What follows belongs to an exercise in optimizing a design on an open flow for small area and a short achievable clock period; a production flow would make more cautious choices. Power figures rest on the tool's default switching activity, not on a simulated workload.

==> flow/design.v (excerpt) <==
module L1_cache #(
    parameter CTID = 0)
    (
    input logic clock,
    input logic reset,
    input logic [31:0] PCF,                  
    input logic [31:0] addr_rst,             
    input logic [1:0] tid_fetch,             
    input logic [31:0] br_target,            
    input logic [1:0] tid_br,                
    input logic [31:0] l2addr,               
    input logic [1:0] l2_tid,                
    input logic [127:0] l2_line,             
    input logic l2_valid_rsp,                
    output logic br_req,                     
    output logic req_spec,                   
    output logic req_refill,                 
    output logic [31:0] instr                
    );
For scale: about 160 flip-flops, ~300 I/O pins.
==> module L1_cache, before the edit <==
module L1_cache #(
    parameter CTID = 0)
    (
    input logic clock,
    input logic reset,
    input logic [31:0] PCF,                  
    input logic [31:0] addr_rst,             
    input logic [1:0] tid_fetch,             
    input logic [31:0] br_target,            
    input logic [1:0] tid_br,                
    input logic [31:0] l2addr,               
    input logic [1:0] l2_tid,                
    input logic [127:0] l2_line,             
    input logic l2_valid_rsp,                
    output logic br_req,                     
    output logic req_spec,                   
    output logic req_refill,                 
    output logic [31:0] instr                
    );
    localparam integer NF = 8;    
    localparam integer NH = 4;    
    logic         active;       
    logic [27:0]  tag;          
    logic [127:0] data;         
    logic         rst_q;        
    genvar gi;
    logic          tid_ok;      
    assign tid_ok = (l2_tid == CTID);
    logic [NF-1:0] fill_c, fill_cn;
    logic [127:0]  blk;         
    generate
        for (gi = 0; gi < NF; gi++) begin : g_fill
            L1_fdec u_fdec (.valid(l2_valid_rsp), .tid_ok(tid_ok), .clr(rst_q), .f(fill_c[gi]), .fn(fill_cn[gi]));
        end
        for (gi = 0; gi < 128; gi++) begin : g_blk
            L1_sel2 u_blk (.s(fill_c[gi/(128/NF)]), .sn(fill_cn[gi/(128/NF)]), .a(l2_line[gi]), .b(data[gi]), .y(blk[gi]));
        end
    endgenerate
    logic fill, fill_n, tload, thold;
    L1_fdec u_fdec_t (.valid(l2_valid_rsp), .tid_ok(tid_ok), .clr(1'b0), .f(fill), .fn(fill_n));
    assign tload = fill & ~reset;
    assign thold = fill_n & ~reset;
    logic [27:0] tag_d;
    generate
        for (gi = 0; gi < 28; gi++) begin : g_tag
            L1_sel2 u_tag (.s(tload), .sn(thold), .a(l2addr[gi+4]), .b(tag[gi]), .y(tag_d[gi]));
        end
    endgenerate
    logic [6:0] eq_p, eq_b;
    generate
        for (gi = 0; gi < 7; gi++) begin : g_cmp
            L1_eq4 u_eqp (.a(PCF[4*gi+7 -: 4]), .t(tag[4*gi+3 -: 4]), .eq(eq_p[gi]));
            L1_eq4 u_eqb (.a(br_target[4*gi+7 -: 4]), .t(tag[4*gi+3 -: 4]), .eq(eq_b[gi]));
        end
    endgenerate
    logic [NH-1:0] hna, hnb;
    generate
        for (gi = 0; gi < NH; gi++) begin : g_hit
            L1_nand4 u_hna (.a(eq_p[3:0]), .y(hna[gi]));
            L1_nand4 u_hnb (.a({active, eq_p[6:4]}), .y(hnb[gi]));
        end
    endgenerate
    logic [3:0] wsel;
    assign wsel[3] = (PCF[3:0] == 4'hc);
    assign wsel[2] = (PCF[3:0] == 4'h8);
    assign wsel[1] = (PCF[3:0] == 4'h4);
    assign wsel[0] = ~(wsel[3] | wsel[2] | wsel[1]);
    generate
        for (gi = 0; gi < 32; gi++) begin : g_out
            L1_word u_out (.s(wsel), .d({blk[96+gi], blk[64+gi], blk[32+gi], blk[gi]}),
                           .hna(hna[gi/(32/NH)]), .hnb(hnb[gi/(32/NH)]), .y(instr[gi]));
        end
    endgenerate
    logic hit_p;
    assign hit_p      = &eq_p;
    assign req_spec   = active & hit_p & wsel[3];
    assign req_refill = active & ~hit_p;
    assign br_req     = ~active & (tid_br == CTID) & ~(&eq_b);
    always_ff @(posedge clock) begin
        active <= (tid_fetch == CTID);
        data   <= blk;
        tag    <= tag_d;
        rst_q  <= reset;
    end
endmodule
clock: 6.0 ns
lec_check: 0
cap_margin: 20
core_margin: 2
core_utilization: 40
cts_buf_list: sky130_fd_sc_hd__clkbuf_4 sky130_fd_sc_hd__clkbuf_8
setup_slack_margin: 3.0
slew_margin: 20
synth_hierarchical: 1
standard.sh (not shown) runs the stock make flow with config.mk's settings and CLKGATE_MAP_FILE= SYNTH_SCRIPT=/design/flow/synth_recipe.tcl, a recipe that flattens the netlist after the stock synthesis.
==> flow/flow/run.sh <==
#!/bin/bash
# Standard ORFS layout; the only change is that port buffers use the smallest buffer cell.
set -euo pipefail
export BUFFER_PORTS_ARGS="-buffer_cell sky130_fd_sc_hd__buf_1"
bash standard.sh > standard_flow.log 2>&1
The starting point completed with no timing, DRC or antenna violations.
Rerun with:
--- a/flow/design.v
+++ b/flow/design.v
@@ -45,12 +45,16 @@
         for (gi = 0; gi < 28; gi++) begin : g_tag
             L1_sel2 u_tag (.s(tload), .sn(thold), .a(l2addr[gi+4]), .b(tag[gi]), .y(tag_d[gi]));
         end
     endgenerate
-    logic [6:0] eq_p, eq_b;
+    logic [13:0] ne2_p;
+    logic [6:0]  eq_p, eq_b;
     generate
+        for (gi = 0; gi < 14; gi++) begin : g_cmpp
+            L1_ne2 u_ne2 (.a(PCF[2*gi+5 -: 2]), .t(tag[2*gi+1 -: 2]), .ne(ne2_p[gi]));
+        end
         for (gi = 0; gi < 7; gi++) begin : g_cmp
-            L1_eq4 u_eqp (.a(PCF[4*gi+7 -: 4]), .t(tag[4*gi+3 -: 4]), .eq(eq_p[gi]));
+            L1_nor2 u_eqp (.a(ne2_p[2*gi]), .b(ne2_p[2*gi+1]), .y(eq_p[gi]));
             L1_eq4 u_eqb (.a(br_target[4*gi+7 -: 4]), .t(tag[4*gi+3 -: 4]), .eq(eq_b[gi]));
         end
     endgenerate
     logic [NH-1:0] hna, hnb;
@@ -60,15 +64,16 @@
             L1_nand4 u_hnb (.a({active, eq_p[6:4]}), .y(hnb[gi]));
         end
     endgenerate
     logic [3:0] wsel;
+    logic [NH-1:0][3:0] wsel_c;
     assign wsel[3] = (PCF[3:0] == 4'hc);
-    assign wsel[2] = (PCF[3:0] == 4'h8);
-    assign wsel[1] = (PCF[3:0] == 4'h4);
-    assign wsel[0] = ~(wsel[3] | wsel[2] | wsel[1]);
     generate
+        for (gi = 0; gi < NH; gi++) begin : g_wdec
+            L1_wdec u_wdec (.a(PCF[3:0]), .s(wsel_c[gi]));
+        end
         for (gi = 0; gi < 32; gi++) begin : g_out
-            L1_word u_out (.s(wsel), .d({blk[96+gi], blk[64+gi], blk[32+gi], blk[gi]}),
+            L1_word u_out (.s(wsel_c[gi/(32/NH)]), .d({blk[96+gi], blk[64+gi], blk[32+gi], blk[gi]}),
                            .hna(hna[gi/(32/NH)]), .hnb(hnb[gi/(32/NH)]), .y(instr[gi]));
         end
     endgenerate
     logic hit_p;
@@ -89,8 +94,20 @@
 endmodule
 module L1_sel2 (input logic s, input logic sn, input logic a, input logic b, output logic y);
     assign y = (s & a) | (sn & b);
 endmodule
+module L1_ne2 (input logic [1:0] a, input logic [1:0] t, output logic ne);
+    assign ne = |(a ^ t);
+endmodule
+module L1_nor2 (input logic a, input logic b, output logic y);
+    assign y = ~(a | b);
+endmodule
+module L1_wdec (input logic [3:0] a, output logic [3:0] s);
+    assign s[3] = (a == 4'hc);
+    assign s[2] = (a == 4'h8);
+    assign s[1] = (a == 4'h4);
+    assign s[0] = ~(s[3] | s[2] | s[1]);
+endmodule
 module L1_eq4 (input logic [3:0] a, input logic [3:0] t, output logic eq);
     assign eq = (a == t);
 endmodule
 module L1_nand4 (input logic [3:0] a, output logic y);
Outcome: The changed run produced a clean layout. Synthesized area went up by 1.4%. Routed wire length grows by 1.9%. Worst hold slack barely changes. Synthesized cell count is higher by 5.5%. Combinational power climbs by 16%. Maximum frequency fell by 2.1%. Non-clock buffer count drops by 8. Critical path depth rose by 3. Clock power drops by 17%. Total power came out lower by 4.9%. Final area went up by 4.4%.
No functional check of the RTL was part of any run of this note.

## re-timing with driven ports
The flow's constraints put no driver on any port. The routed layouts listed below were extracted and timed again, unchanged, in two steps. Step 1 assumes that a clkbuf_16 drives the clock port and a buf_2 every other input. Step 2, shift: input delay + t, output delay - t, t = (earliest + latest rising clock arrival at the registers) / 2. This alone moves slack from input paths to output paths. Slacks: no drivers / after step 1 / after step 2; pairs: no drivers / after step 1.
| run | t, ns | slack for setup (ns) | hold slack, ns | pins driven straight from the clock port |
|---|---|---|---|---|
| the first run | 0.480 | 2.162 / 2.130 / 2.130 | 0.476 / 0.476 / 0.476 | 1 |
| the second run | 0.486 | 2.081 / 2.036 / 2.036 | 0.476 / 0.476 / 0.476 | 1 |
After both steps every run listed still meets setup and hold. For the second run, which loses most, drivers alone change the setup slack by -0.045 ns; drivers and shift together by -0.045 ns.
